What follows belongs to an exercise in optimizing a design on an open flow for small area, a short achievable clock period and few clock cycles; a production flow would make more cautious choices.
The RTL was checked by simulation tests, not by an equivalence proof against the original design.

**flow/design.v**
```verilog
module B2BCD_IP #(parameter WIDTH = 4, parameter DIGIT = 2) (
    Binary_code,
    BCD_code
);
input  [WIDTH-1:0]   Binary_code;
output [DIGIT*4-1:0] BCD_code;
parameter W = WIDTH - 3;
parameter D = DIGIT * 4;
genvar i, j;
integer m;
wire [D-1:0] Binary_code_temp;
assign Binary_code_temp = {{(D - WIDTH){1'b0}}, Binary_code};
assign BCD_code = loop_i[W - 1].BCD_temp;
reg [D-1:0] result;
generate
for(i = 0; i < W; i = i + 1) begin: loop_i
    reg [3:0] result [0:5];
    reg [D-1:0] BCD_temp;
    case(i)
    0: begin
        for(j = 0; j <= i / 3; j = j + 1) begin
            always@ (*) begin
                case(Binary_code_temp[WIDTH - i + j * 4 -: 4])
                0: result[j] = 0;
                1: result[j] = 1;
                2: result[j] = 2;
                3: result[j] = 3;
                4: result[j] = 4;
                5: result[j] = 8;
                6: result[j] = 9;
                7: result[j] = 10;
                8: result[j] = 11;
                9: result[j] = 12;
                default: result[j] = 0;
                endcase
            end
        end
    end
    default: begin  
        for(j = 0; j <= i / 3; j = j + 1) begin
            always@ (*) begin
                case(loop_i[i - 1].BCD_temp[WIDTH - i + j * 4 -: 4])
                0: result[j] = 0;
                1: result[j] = 1;
                2: result[j] = 2;
                3: result[j] = 3;
                4: result[j] = 4;
                5: result[j] = 8;
                6: result[j] = 9;
                7: result[j] = 10;
                8: result[j] = 11;
                9: result[j] = 12;
                default: result[j] = 0;
                endcase
            end
        end
    end
    endcase
    case(i)
    0: begin
        always@ (*) begin
            BCD_temp = Binary_code_temp;
            for(m = 0; m <= i / 3; m = m + 1) begin
                BCD_temp[WIDTH - i + m * 4 -: 4] = result[m];
            end
        end
    end
    default: begin
        always@ (*) begin
            BCD_temp = loop_i[i - 1].BCD_temp;
            for(m = 0; m <= i / 3; m = m + 1) begin
                BCD_temp[WIDTH - i + m * 4 -: 4] = result[m];
            end
        end
    end
    endcase
end
endgenerate
endmodule
module handle_binary(Binary_temp, BCD);
parameter WIDTH = 4;
parameter DIGIT = 2;
input [DIGIT * 4-1:0] Binary_temp;
output [DIGIT * 4-1:0] BCD;
reg [DIGIT * 4-1:0] BCD;
integer k;
always@ (*) begin
    BCD = 0;
    for (k = 0; k < WIDTH; k = k + 1) begin
        case(WIDTH)
        0, 1, 2, 3, 4: begin
            if (BCD[3:0] >= 5) BCD[3:0] = BCD[3:0] + 3;
            if (BCD[7:4] >= 5) BCD[7:4] = BCD[7:4] + 3;
            BCD = {BCD[DIGIT*4-2:0], Binary_temp[WIDTH - 1 - k]};	 
        end
        5, 6, 7, 8: begin
            if (BCD[3:0] >= 5) BCD[3:0] = BCD[3:0] + 3;
            if (BCD[7:4] >= 5) BCD[7:4] = BCD[7:4] + 3;
            BCD = {BCD[DIGIT*4-2:0], Binary_temp[WIDTH - 1 - k]};	 
        end
        9, 10, 11, 12: begin
            if (BCD[3:0] >= 5) BCD[3:0] = BCD[3:0] + 3;
            if (BCD[7:4] >= 5) BCD[7:4] = BCD[7:4] + 3;
            BCD = {BCD[DIGIT*4-2:0], Binary_temp[WIDTH - 1 - k]};	 
        end
        13, 14, 15, 16: begin
            if (BCD[3:0] >= 5) BCD[3:0] = BCD[3:0] + 3;
            if (BCD[7:4] >= 5) BCD[7:4] = BCD[7:4] + 3;
            BCD = {BCD[DIGIT*4-2:0], Binary_temp[WIDTH - 1 - k]};	 
        end
        17, 18, 19, 20: begin
            if (BCD[3:0] >= 5) BCD[3:0] = BCD[3:0] + 3;
            if (BCD[7:4] >= 5) BCD[7:4] = BCD[7:4] + 3;
            BCD = {BCD[DIGIT*4-2:0], Binary_temp[WIDTH - 1 - k]};	 
        end
        endcase
    end
end
endmodule
module UT_TOP (
    clk, rst_n, in_valid, in_time,
    out_valid, out_display, out_day
);
input clk, rst_n, in_valid;
input [30:0] in_time;
output reg out_valid;
output reg [3:0] out_display;
output reg [2:0] out_day;
parameter IDLE = 0;
parameter INPUT = 1;
parameter CAL = 2;
parameter OUTPUT = 3;
reg [1:0] next_state, current_state;
reg [4:0] count;
reg [4:0] four_year_span;
reg [1:0] leap_count;  
reg [30:0] in_time_reg;
reg [26:0] four_year;
reg [24:0] one_year;
reg [21:0] month;
reg [17:0] date;
reg [17:0] hour;
reg [5:0] minute;
reg [5:0] second;
reg [10:0] year_ip_in;
reg [3:0] month_ip_in;
reg [4:0] date_ip_in;
reg [4:0] hour_ip_in;
reg [5:0] minute_ip_in;
reg [5:0] second_ip_in;
reg [11:0] bin;
wire [15:0] bout;
reg [2:0] out_day_reg;  
reg [15:0] year_ip_out;
reg [7:0] month_ip_out, date_ip_out, hour_ip_out, minute_ip_out, second_ip_out;
always@ (posedge clk or negedge rst_n) begin
  if(!rst_n)
    current_state <= IDLE;
  else
    current_state <= next_state;
end
always@ (*) begin
    case(current_state)
    IDLE: begin
        if(in_valid)
            next_state = CAL;
        else
            next_state = IDLE;
    end
    CAL: begin
        if(count == 17)
            next_state = IDLE;
        else
            next_state = CAL;
    end
    default: next_state = current_state;
    endcase
end
B2BCD_IP #(.WIDTH(12), .DIGIT(4)) B0(.Binary_code(bin), .BCD_code(bout));
always@ (*) begin
    if(current_state == CAL) begin
        case(count - 1)
        2: bin = {1'b0, year_ip_in};
        3: bin = {8'b0, month_ip_in};
        4: bin = {7'b0, date_ip_in};
        5: bin = {7'b0, hour_ip_in};
        6: bin = {6'b0, minute_ip_in};
        7: bin = {6'b0, second_ip_in};
        default: bin = 0;
        endcase
    end
    else begin
        bin = 0;
    end
end
always@ (posedge clk or negedge rst_n) begin
    if(!rst_n) begin
        year_ip_out <= 0;
        month_ip_out <= 0;
        date_ip_out <= 0;
        hour_ip_out <= 0;
        minute_ip_out <= 0;
        second_ip_out <= 0;
    end
    else begin
        if(current_state == IDLE) begin
            year_ip_out <= 0;
            month_ip_out <= 0;
            date_ip_out <= 0;
            hour_ip_out <= 0;
            minute_ip_out <= 0;
            second_ip_out <= 0;
        end
        else if(current_state == CAL) begin
            case(count - 1)
            2: year_ip_out <= bout;
            3: month_ip_out <= bout[7:0];
            4: date_ip_out <= bout[7:0];
            5: hour_ip_out <= bout[7:0];
            6: minute_ip_out <= bout[7:0];
            7: second_ip_out <= bout[7:0];
            endcase
        end
    end
end
always@ (posedge clk or negedge rst_n) begin
    if(!rst_n) begin
        in_time_reg <= 0;
    end
    else begin
        if(in_valid) begin
            in_time_reg <= in_time;
        end
        else if(current_state == CAL) begin
            in_time_reg <= in_time_reg;
        end
    end
end
always@ (posedge clk or negedge rst_n) begin
    if(!rst_n) begin
        count <= 0;
    end
    else begin
        if(current_state == IDLE) begin
            count <= 0;
        end
        else if(current_state == CAL) begin
            count <= count + 1;
        end
        else begin
            count <= count;
        end
    end
end
always@ (posedge clk or negedge rst_n) begin
    if(!rst_n) begin
        four_year_span <= 0;
    end
    else begin
        if(current_state == IDLE)
            four_year_span <= 0;
        else if(current_state == CAL) begin
            if(count == 0) begin
                if(in_time_reg >= 0 && in_time_reg < 126230400) four_year_span <= 0;
                else if(in_time_reg < 252460800)  four_year_span <= 1;
                else if(in_time_reg < 378691200)  four_year_span <= 2;
                else if(in_time_reg < 504921600)  four_year_span <= 3;
                else if(in_time_reg < 631152000)  four_year_span <= 4;
                else if(in_time_reg < 757382400)  four_year_span <= 5;
                else if(in_time_reg < 883612800)  four_year_span <= 6;
                else if(in_time_reg < 1009843200) four_year_span <= 7;
                else if(in_time_reg < 1136073600) four_year_span <= 8;
                else if(in_time_reg < 1262304000) four_year_span <= 9;
                else if(in_time_reg < 1388534400) four_year_span <= 10;
                else if(in_time_reg < 1514764800) four_year_span <= 11;
                else if(in_time_reg < 1640995200) four_year_span <= 12;
                else if(in_time_reg < 1767225600) four_year_span <= 13;
                else if(in_time_reg < 1893456000) four_year_span <= 14;
                else if(in_time_reg < 2019686400) four_year_span <= 15;
                else if(in_time_reg < 2145916800) four_year_span <= 16;
                else                              four_year_span <= 17;
            end
            else begin
                four_year_span <= four_year_span;
            end
        end
    end
end
always@ (posedge clk or negedge rst_n) begin
    if(!rst_n) begin
        four_year <= 0;
    end
    else begin
        if(current_state == IDLE)
            four_year <= 0;
        else if(current_state == CAL) begin
            if(in_time_reg >= 0 && in_time_reg < 126230400) four_year <= in_time_reg;
            else if(in_time_reg < 252460800)  four_year <= in_time_reg - 126230400;
            else if(in_time_reg < 378691200)  four_year <= in_time_reg - 252460800;
            else if(in_time_reg < 504921600)  four_year <= in_time_reg - 378691200;
            else if(in_time_reg < 631152000)  four_year <= in_time_reg - 504921600;
            else if(in_time_reg < 757382400)  four_year <= in_time_reg - 631152000;
            else if(in_time_reg < 883612800)  four_year <= in_time_reg - 757382400;
            else if(in_time_reg < 1009843200) four_year <= in_time_reg - 883612800;
            else if(in_time_reg < 1136073600) four_year <= in_time_reg - 1009843200;
            else if(in_time_reg < 1262304000) four_year <= in_time_reg - 1136073600;
            else if(in_time_reg < 1388534400) four_year <= in_time_reg - 1262304000;
            else if(in_time_reg < 1514764800) four_year <= in_time_reg - 1388534400;
            else if(in_time_reg < 1640995200) four_year <= in_time_reg - 1514764800;
            else if(in_time_reg < 1767225600) four_year <= in_time_reg - 1640995200;
            else if(in_time_reg < 1893456000) four_year <= in_time_reg - 1767225600;
            else if(in_time_reg < 2019686400) four_year <= in_time_reg - 1893456000;
            else if(in_time_reg < 2145916800) four_year <= in_time_reg - 2019686400;
            else                              four_year <= in_time_reg - 2145916800;
        end
    end
end
always@ (posedge clk or negedge rst_n) begin
    if(!rst_n) begin
        one_year <= 0;
    end
    else begin
        if(current_state == IDLE)
            one_year <= 0;
        else if(current_state == CAL) begin
            if(four_year >= 0 && four_year < 31536000)
                one_year <= four_year;
            else if(four_year < 63072000)
                one_year <= four_year - 31536000;
            else if(four_year < 94694400)
                one_year <= four_year - 63072000;
            else
                one_year <= four_year - 94694400;
        end
    end
end
always@ (posedge clk or negedge rst_n) begin
    if(!rst_n) begin
        leap_count <= 0;
    end
    else begin
        if(current_state == IDLE) begin
            leap_count <= 0;
        end
        else if (current_state == CAL) begin
            if(four_year >= 0 && four_year < 31536000)
                leap_count <= 0;
            else if(four_year < 63072000)
                leap_count <= 1;
            else if(four_year < 94694400)
                leap_count <= 2;
            else
                leap_count <= 3;
        end
    end
end
always@ (posedge clk) begin
    if(current_state == IDLE) begin
        year_ip_in <= 0;
    end
    else if(current_state == CAL) begin
        if(count == 2)
            year_ip_in <= 1970 + four_year_span * 4 + leap_count;
    end
end
always@ (posedge clk or negedge rst_n) begin
    if(!rst_n) begin
        month <= 0;
        month_ip_in <= 0;
    end
    else begin
        if(current_state == IDLE) begin
            month <= 0;
            month_ip_in <= 0;
        end
        else if(current_state == CAL) begin
            if(count == 2) begin
                if(leap_count == 2) begin  
                    if(one_year >= 0 && one_year < 2678400) begin 
                        month <= one_year;
                        month_ip_in <= 1;
                    end
                    else if(one_year < 5184000) begin 
                        month <= one_year - 2678400;
                        month_ip_in <= 2;
                    end
                    else if(one_year < 7862400) begin 
                        month <= one_year - 5184000;
                        month_ip_in <= 3;
                    end
                    else if(one_year < 10454400) begin 
                        month <= one_year - 7862400;
                        month_ip_in <= 4;
                    end
                    else if(one_year < 13132800) begin 
                        month <= one_year - 10454400;
                        month_ip_in <= 5;
                    end
                    else if(one_year < 15724800) begin 
                        month <= one_year - 13132800;
                        month_ip_in <= 6;
                    end
                    else if(one_year < 18403200) begin 
                        month <= one_year - 15724800;
                        month_ip_in <= 7;
                    end
                    else if(one_year < 21081600) begin 
                        month <= one_year - 18403200;
                        month_ip_in <= 8;
                    end
                    else if(one_year < 23673600) begin 
                        month <= one_year - 21081600;
                        month_ip_in <= 9;
                    end
                    else if(one_year < 26352000) begin 
                        month <= one_year - 23673600;
                        month_ip_in <= 10;
                    end
                    else if(one_year < 28944000) begin 
                        month <= one_year - 26352000;
                        month_ip_in <= 11;
                    end
                    else  begin 
                        month <= one_year - 28944000;
                        month_ip_in <= 12;
                    end
                end
                else begin  
                    if(one_year >= 0 && one_year < 2678400) begin 
                        month <= one_year;
                        month_ip_in <= 1;
                    end
                    else if(one_year < 5097600) begin 
                        month <= one_year - 2678400;
                        month_ip_in <= 2;
                    end
                    else if(one_year < 7776000) begin 
                        month <= one_year - 5097600;
                        month_ip_in <= 3;
                    end
                    else if(one_year < 10368000) begin 
                        month <= one_year - 7776000;
                        month_ip_in <= 4;
                    end
                    else if(one_year < 13046400) begin 
                        month <= one_year - 10368000;
                        month_ip_in <= 5;
                    end
                    else if(one_year < 15638400) begin 
                        month <= one_year - 13046400;
                        month_ip_in <= 6;
                    end
                    else if(one_year < 18316800) begin 
                        month <= one_year - 15638400;
                        month_ip_in <= 7;
                    end
                    else if(one_year < 20995200) begin 
                        month <= one_year - 18316800;
                        month_ip_in <= 8;
                    end
                    else if(one_year < 23587200) begin 
                        month <= one_year - 20995200;
                        month_ip_in <= 9;
                    end
                    else if(one_year < 26265600) begin 
                        month <= one_year - 23587200;
                        month_ip_in <= 10;
                    end
                    else if(one_year < 28857600) begin 
                        month <= one_year - 26265600;
                        month_ip_in <= 11;
                    end
                    else begin 
                        month <= one_year - 28857600;
                        month_ip_in <= 12;
                    end
                end
            end
        end
    end
end
always@ (posedge clk or negedge rst_n) begin
    if(!rst_n) begin
        date <= 0;
        date_ip_in <= 0;
    end
    else begin
        if(current_state == IDLE) begin
            date <= 0;
            date_ip_in <= 0;
        end
        else if(current_state == CAL) begin
            if(count == 3) begin
                if(month >= 0 && month < 86400) begin
                    date <= month;
                    date_ip_in <= 1;
                end
                else if(month < 172800) begin
                    date <= month - 86400;
                    date_ip_in <= 2;
                end
                else if(month < 259200) begin
                    date <= month - 172800;
                    date_ip_in <= 3;
                end
                else if(month < 345600) begin
                    date <= month - 259200;
                    date_ip_in <= 4;
                end
                else if(month < 432000) begin
                    date <= month - 345600;
                    date_ip_in <= 5;
                end
                else if(month < 518400) begin
                    date <= month - 432000;
                    date_ip_in <= 6;
                end
                else if(month < 604800) begin
                    date <= month - 518400;
                    date_ip_in <= 7;
                end
                else if(month < 691200) begin
                    date <= month - 604800;
                    date_ip_in <= 8;
                end
                else if(month < 777600) begin
                    date <= month - 691200;
                    date_ip_in <= 9;
                end
                else if(month < 864000) begin
                    date <= month - 777600;
                    date_ip_in <= 10;
                end
                else if(month < 950400) begin
                    date <= month - 864000;
                    date_ip_in <= 11;
                end
                else if(month < 1036800) begin
                    date <= month - 950400;
                    date_ip_in <= 12;
                end
                else if(month < 1123200) begin
                    date <= month - 1036800;
                    date_ip_in <= 13;
                end
                else if(month < 1209600) begin
                    date <= month - 1123200;
                    date_ip_in <= 14;
                end
                else if(month < 1296000) begin
                    date <= month - 1209600;
                    date_ip_in <= 15;
                end
                else if(month < 1382400) begin
                    date <= month - 1296000;
                    date_ip_in <= 16;
                end
                else if(month < 1468800) begin
                    date <= month - 1382400;
                    date_ip_in <= 17;
                end
                else if(month < 1555200) begin
                    date <= month - 1468800;
                    date_ip_in <= 18;
                end
                else if(month < 1641600) begin
                    date <= month - 1555200;
                    date_ip_in <= 19;
                end
                else if(month < 1728000) begin
                    date <= month - 1641600;
                    date_ip_in <= 20;
                end
                else if(month < 1814400) begin
                    date <= month - 1728000;
                    date_ip_in <= 21;
                end
                else if(month < 1900800) begin
                    date <= month - 1814400;
                    date_ip_in <= 22;
                end
                else if(month < 1987200) begin
                    date <= month - 1900800;
                    date_ip_in <= 23;
                end
                else if(month < 2073600) begin
                    date <= month - 1987200;
                    date_ip_in <= 24;
                end
                else if(month < 2160000) begin
                    date <= month - 2073600;
                    date_ip_in <= 25;
                end
                else if(month < 2246400) begin
                    date <= month - 2160000;
                    date_ip_in <= 26;
                end
                else if(month < 2332800) begin
                    date <= month - 2246400;
                    date_ip_in <= 27;
                end
                else if(month < 2419200) begin
                    date <= month - 2332800;
                    date_ip_in <= 28;
                end
                else if(month < 2505600) begin
                    date <= month - 2419200;
                    date_ip_in <= 29;
                end
                else if(month < 2592000) begin
                    date <= month - 2505600;
                    date_ip_in <= 30;
                end
                else begin
                    date <= month - 2592000;
                    date_ip_in <= 31;
                end
            end
        end
    end
end
always@ (posedge clk or negedge rst_n) begin
    if(!rst_n) begin
        hour <= 0;
        hour_ip_in <= 0;
    end
    else begin
        if(current_state == IDLE) begin
            hour <= 0;
            hour_ip_in <= 0;
        end
        else if(current_state == CAL) begin
            if(date >= 0 && date < 3600) begin
                hour <= date;
                hour_ip_in <= 0;
            end
            else if(date < 7200) begin
                hour <= date - 3600;
                hour_ip_in <= 1;
            end
            else if(date < 10800) begin
                hour <= date - 7200;
                hour_ip_in <= 2;
            end
            else if(date < 14400) begin
                hour <= date - 10800;
                hour_ip_in <= 3;
            end
            else if(date < 18000) begin
                hour <= date - 14400;
                hour_ip_in <= 4;
            end
            else if(date < 21600) begin
                hour <= date - 18000;
                hour_ip_in <= 5;
            end
            else if(date < 25200) begin
                hour <= date - 21600;
                hour_ip_in <= 6;
            end
            else if(date < 28800) begin
                hour <= date - 25200;
                hour_ip_in <= 7;
            end
            else if(date < 32400) begin
                hour <= date - 28800;
                hour_ip_in <= 8;
            end
            else if(date < 36000) begin
                hour <= date - 32400;
                hour_ip_in <= 9;
            end
            else if(date < 39600) begin
                hour <= date - 36000;
                hour_ip_in <= 10;
            end
            else if(date < 43200) begin
                hour <= date - 39600;
                hour_ip_in <= 11;
            end
            else if(date < 46800) begin
                hour <= date - 43200;
                hour_ip_in <= 12;
            end
            else if(date < 50400) begin
                hour <= date - 46800;
                hour_ip_in <= 13;
            end
            else if(date < 54000) begin
                hour <= date - 50400;
                hour_ip_in <= 14;
            end
            else if(date < 57600) begin
                hour <= date - 54000;
                hour_ip_in <= 15;
            end
            else if(date < 61200) begin
                hour <= date - 57600;
                hour_ip_in <= 16;
            end
            else if(date < 64800) begin
                hour <= date - 61200;
                hour_ip_in <= 17;
            end
            else if(date < 68400) begin
                hour <= date - 64800;
                hour_ip_in <= 18;
            end
            else if(date < 72000) begin
                hour <= date - 68400;
                hour_ip_in <= 19;
            end
            else if(date < 75600) begin
                hour <= date - 72000;
                hour_ip_in <= 20;
            end
            else if(date < 79200) begin
                hour <= date - 75600;
                hour_ip_in <= 21;
            end
            else if(date < 82800) begin
                hour <= date - 79200;
                hour_ip_in <= 22;
            end
            else begin
                hour <= date - 82800;
                hour_ip_in <= 23;
            end
        end
    end
end
always@ (posedge clk or negedge rst_n) begin
    if(!rst_n) begin
        minute_ip_in <= 0;
        second_ip_in <= 0;
    end
    else begin
        if(current_state == IDLE) begin
            minute_ip_in <= 0;
            second_ip_in <= 0;
        end
        else if(current_state == CAL) begin
            minute_ip_in <= hour / 'd60;
            second_ip_in <= hour % 'd60;
        end
    end
end
always@ (*) begin
    if(current_state == CAL) begin
        if(count == 4) begin
            if(month_ip_in == 1 || month_ip_in == 2) begin
                out_day_reg = (date_ip_in + (month_ip_in + 12) * 2 + 3 * (month_ip_in + 13) / 5 + (year_ip_in - 1) + (year_ip_in - 1) / 4) % 7;
            end
            else begin
                out_day_reg = (date_ip_in + month_ip_in * 2 + 3 * (month_ip_in + 1) / 5 + year_ip_in + year_ip_in / 4 ) % 7;
            end
        end
        else begin
            out_day_reg = 0;
        end
    end
    else begin
        out_day_reg = 0;
    end
end
always@ (posedge clk or negedge rst_n) begin
    if(!rst_n) begin
        out_valid <= 0;
    end
    else begin
        if(current_state == CAL) begin
            if(count >= 4 && count <= 17)
                out_valid <= 1;
            else
                out_valid <= 0;
        end
        else begin
            out_valid <= 0;
        end
    end
end
always@ (posedge clk or negedge rst_n) begin
    if(!rst_n) begin
        out_day <= 0;
    end
    else begin
        if(current_state == CAL) begin
            if(count == 4) begin
                out_day <= out_day_reg;
            end
            else begin
                out_day <= out_day;
            end
        end
        else begin
            out_day <= 0;
        end
    end
end
always@ (posedge clk or negedge rst_n) begin
    if(!rst_n) begin
        out_display <= 0;
    end
    else begin
        if(current_state == CAL) begin
            case(count)
            4: out_display <= year_ip_out[15:12];
            5: out_display <= year_ip_out[11:8];
            6: out_display <= year_ip_out[7:4];
            7: out_display <= year_ip_out[3:0];
            8: out_display <= month_ip_out[7:4];
            9: out_display <= month_ip_out[3:0];
            10: out_display <= date_ip_out[7:4];
            11: out_display <= date_ip_out[3:0];
            12: out_display <= hour_ip_out[7:4];
            13: out_display <= hour_ip_out[3:0];
            14: out_display <= minute_ip_out[7:4];
            15: out_display <= minute_ip_out[3:0];
            16: out_display <= second_ip_out[7:4];
            17: out_display <= second_ip_out[3:0];
            default: out_display <= 0;
            endcase
        end
        else begin
            out_display <= 0;
        end
    end
end
endmodule
```
**flow/run.sh**
```bash
#!/bin/bash
# synth_recipe.tcl (not shown) runs the flow's synth.tcl, then flattens the netlist and writes it again
# the make line also repeats each setting of config.mk as NAME=value (left out here)
make -C /OpenROAD-flow-scripts/flow DESIGN_CONFIG=/design/flow/config.mk WORK_HOME=/design/flow/orfs CLKGATE_MAP_FILE= SYNTH_SCRIPT=/design/flow/synth_recipe.tcl finish
```
**flow/config.mk**
```make
export PLATFORM = sky130hd
export DESIGN_NAME = UT_TOP
export DESIGN_NICKNAME = UT_TOP
export VERILOG_FILES = /design/flow/design.v
export SDC_FILE = /design/flow/constraint.sdc
export NUM_CORES = 4
export LEC_CHECK = 0
export CAP_MARGIN = 20
export CORE_MARGIN = 2
export CORE_UTILIZATION = 40
export SLEW_MARGIN = 20
```
**flow/constraint.sdc**
```tcl
create_clock -name core_clock -period 20.0 [get_ports {clk}]
set_input_delay 4.0000 -clock core_clock [delete_from_list [all_inputs] [get_ports {clk}]]
set_output_delay 4.0000 -clock core_clock [all_outputs]
set_load 0.01 [all_outputs]
```
==> impl_metrics.json <==
{
  "grt_max_degree": 109,
  "synth.cell_area_um2": 40200,
  "cts_buffers": 29,
  "largest_register_ff_count": 31,
  "die_h_um": 321,
  "syn_avg_cell_area_um2": 6.62,
  "antenna_found_initial": 1,
  "layoutNonFillerInstCount": 7084,
  "slowest_delay_ps": 640,
  "synthArstFlopShare_pct": 95.7,
  "area.growth.synth_to_final_pct": 5.21,
  "post_cts_resized": 0,
  "netlist_instances": 6071,
  "fin_crit_sh_pct": 83.4,
  "dp.cells": 7029,
  "worst_pin_slew_ps": 1080,
  "gp_congestion": 1.03,
  "hold_violations": 0,
  "routedWlPerCell_um": 22.8,
  "slew_headroom_pct": 27.8,
  "cts_tree": "done",
  "layout_common_cells": "nand2_1, a21oi_1, nor2_1",
  "vias_per_cell": 6.75,
  "drive_gt1_share_pct": 5.70,
  "drt_iter0_markers": 6972,
  "fp.dieW_um": 321,
  "grt_pass1_wl_mm": 252,
  "final_nets": 6009,
  "cts_hold_buffers": 0,
  "yosys_warnings": 11,
  "post-dp-hpwl_mm": 116,
  "final_common_cell": "nand2_1",
  "crit_slowest_cell": "dfrtp_1",
  "yosysUniqueCellTypes": 111,
  "min_path_type": "register to register",
  "drc": 0,
  "rsz0062_at_grt": "false",
  "rows": 116,
  "insertion_delay_ps": 600,
  "drv_cap": 0,
  "yosysSeqAreaShare_pct": 15.6,
  "fin_crit_ps": 16670,
  "fin_setup_tns_ps": 0,
  "ys_ff_latch": 253,
  "grt_pass1_vias": 43704,
  "worstSetupEndpointType": "register",
  "clk_path_buf_depth": 3,
  "grt_usage_pct": 29.9,
  "cp.required_ps": 20480,
  "io_buffer_count": 41,
  "overflow": 0,
  "ant_nets": 0,
  "pin_count": 42,
  "drt_wl_total_mm": 161,
  "startpoint_type": "register",
  "drtPass1Iterations": 9,
  "htreeDepth": 1,
  "dieArea_um2": 103000,
  "setup_viol": 0,
  "critPathKind": "register to register",
  "syn_nets": 6318,
  "clkTransAtPathRegs_ps": 60,
  "core_region_area_um2": 99900,
  "cts.sinks": 253,
  "path_common_cell": "inv_1",
  "cp_max_fo": 12,
  "timing.fmax_ghz": 0.0600,
  "synth_edf_count": 0,
  "clock-root-buffer": "clkbuf_16",
  "synth-main-ff-cell": "dfrtp_1",
  "skew_ps": 15.9,
  "outcome": "timing/DRC/antenna clean",
  "floorplan.initialDensity_pct": 40.2,
  "slew_violations": 0,
  "crit_arrival_ps": 17160,
  "vias": 47850,
  "post_cts_buffers": 0
}
[cell type report]
type                    count  area, um^2
clock buffers              48         857
clock inverters             6        52.6
repair buffers            182        1470
well taps                1298        1620
multi-input cells        5136       31400
fillers                 10517       57600
inverters                 160         603
diodes                      1        2.50
flip-flops and latches    253        6280
[cells in the mapped netlist (46+ instances only)]
library cell,count,area [um^2]
and2_1,82,513
nor3_1,158,791
nand2_1,739,2770
o21ai_0,571,2860
a21o_1,66,495
nand3_1,212,1060
dfrtp_1,242,6060
o221ai_1,71,622
clkbuf_1,478,1790
ha_1,182,2280
o21a_1,59,443
xnor2_1,137,1200
nand2b_1,55,344
o31ai_1,46,345
a31oi_1,148,926
and3_1,57,357
o211ai_1,133,998
inv_1,144,541
o22ai_1,73,457
nor2_1,623,2340
a211oi_1,114,856
a21oi_1,652,3260
a221oi_1,73,639
[final timing paths]
kind	from	to	slack, ps	cells past startpoint
setup / recovery	month_ip_in[0]$_DFFE_PN0P_	out_day[1]$_DFFE_PN0P_	3330	66
hold / removal	hour[1]$_DFF_PN0_	second_ip_in[1]$_DFF_PN0_	450	1
setup reg to reg	month_ip_in[0]$_DFFE_PN0P_	out_day[1]$_DFFE_PN0P_	3330	66
hold reg to reg	hour[1]$_DFF_PN0_	second_ip_in[1]$_DFF_PN0_	450	1
max in group asynchronous	rst_n	one_year[18]$_DFF_PN0_	15010	2
min in group asynchronous	rst_n	month_ip_out[6]$_DFFE_PN0P_	3430	1
[per-stage QoR]
step	area (um^2)	hold slack (ps)	setup slack, ps	utilization, %
global placement	41400	442	3710	41.4
CTS	42300	452	3400	42.3
finish	42300	450	3330	42.3
global route	42300	488	1840	42.3
floorplan	40200	434	5270	-
detailed placement	41400	444	3470	41.4
[worst max-delay path, delay by kind of cell (launching register included)]
family / cells / cell delay [ps]
AOI/OAI and AO/OA: 29 / 7370
adders and majority gates: 12 / 3830
and+or+nand+nor: 13 / 2660
buffers and inverters: 9 / 1060
muxes: 2 / 670
DFF: 1 / 640
xor gates and xnor gates: 1 / 260
[kinds of logic (layout without fill, tap and decap cells)]
| family | count (synthesis) | in the layout | share of synthesized area, % |
|---|---|---|---|
| other cells | 0 | 1 | 0 |
| flops | 253 | 253 | 15.6 |
| mux | 74 | 74 | 1.95 |
| simple gates | 2178 | 2178 | 24.6 |
| compound gates | 2489 | 2489 | 40.2 |
| buf+inv | 682 | 396 | 6.44 |
| xor+xnor | 176 | 176 | 3.84 |
| fa+ha+maj | 219 | 219 | 7.37 |
[routing by layer]
layer  part of all wire (%)  vias to the layer above  track usage, %
met5                      0                        -               0
met4                    4.1                        0            11.0
met3                     11                      517            5.29
met2                     43                     2979            45.6
met1                     42                    22341            41.9
li1                       -                    22013               -
Testbench counts, summed over its fixed seeds: cycles 6,392.

[static timing again, ports no longer ideal]
Ports are ideal in the flow. The routed layout listed here was re-timed in OpenROAD. Step 1 (the two cells are an assumption about what drives the block):
set clk [get_ports {clk}]
set_driving_cell -lib_cell sky130_fd_sc_hd__clkbuf_16 $clk
set_driving_cell -lib_cell sky130_fd_sc_hd__buf_2 [delete_from_list [all_inputs] $clk]
Step 2, shift: input delay + t, output delay - t, t = (earliest + latest rising clock arrival at the registers) / 2. This alone moves slack from input paths to output paths. Three values: no drivers, after step 1, after step 2; two values: the first two.
t (ns): 0.659
setup WS [ns]: 3.326 / 3.326 / 3.326
slew at the worst register clock pin (ns): 0.06 / 0.06
pins driven straight from the clock port: 1
After both steps setup and hold are still met in this run. The setup slack of this run moves by 0.000 ns with the drivers and by 0.000 ns with both steps.
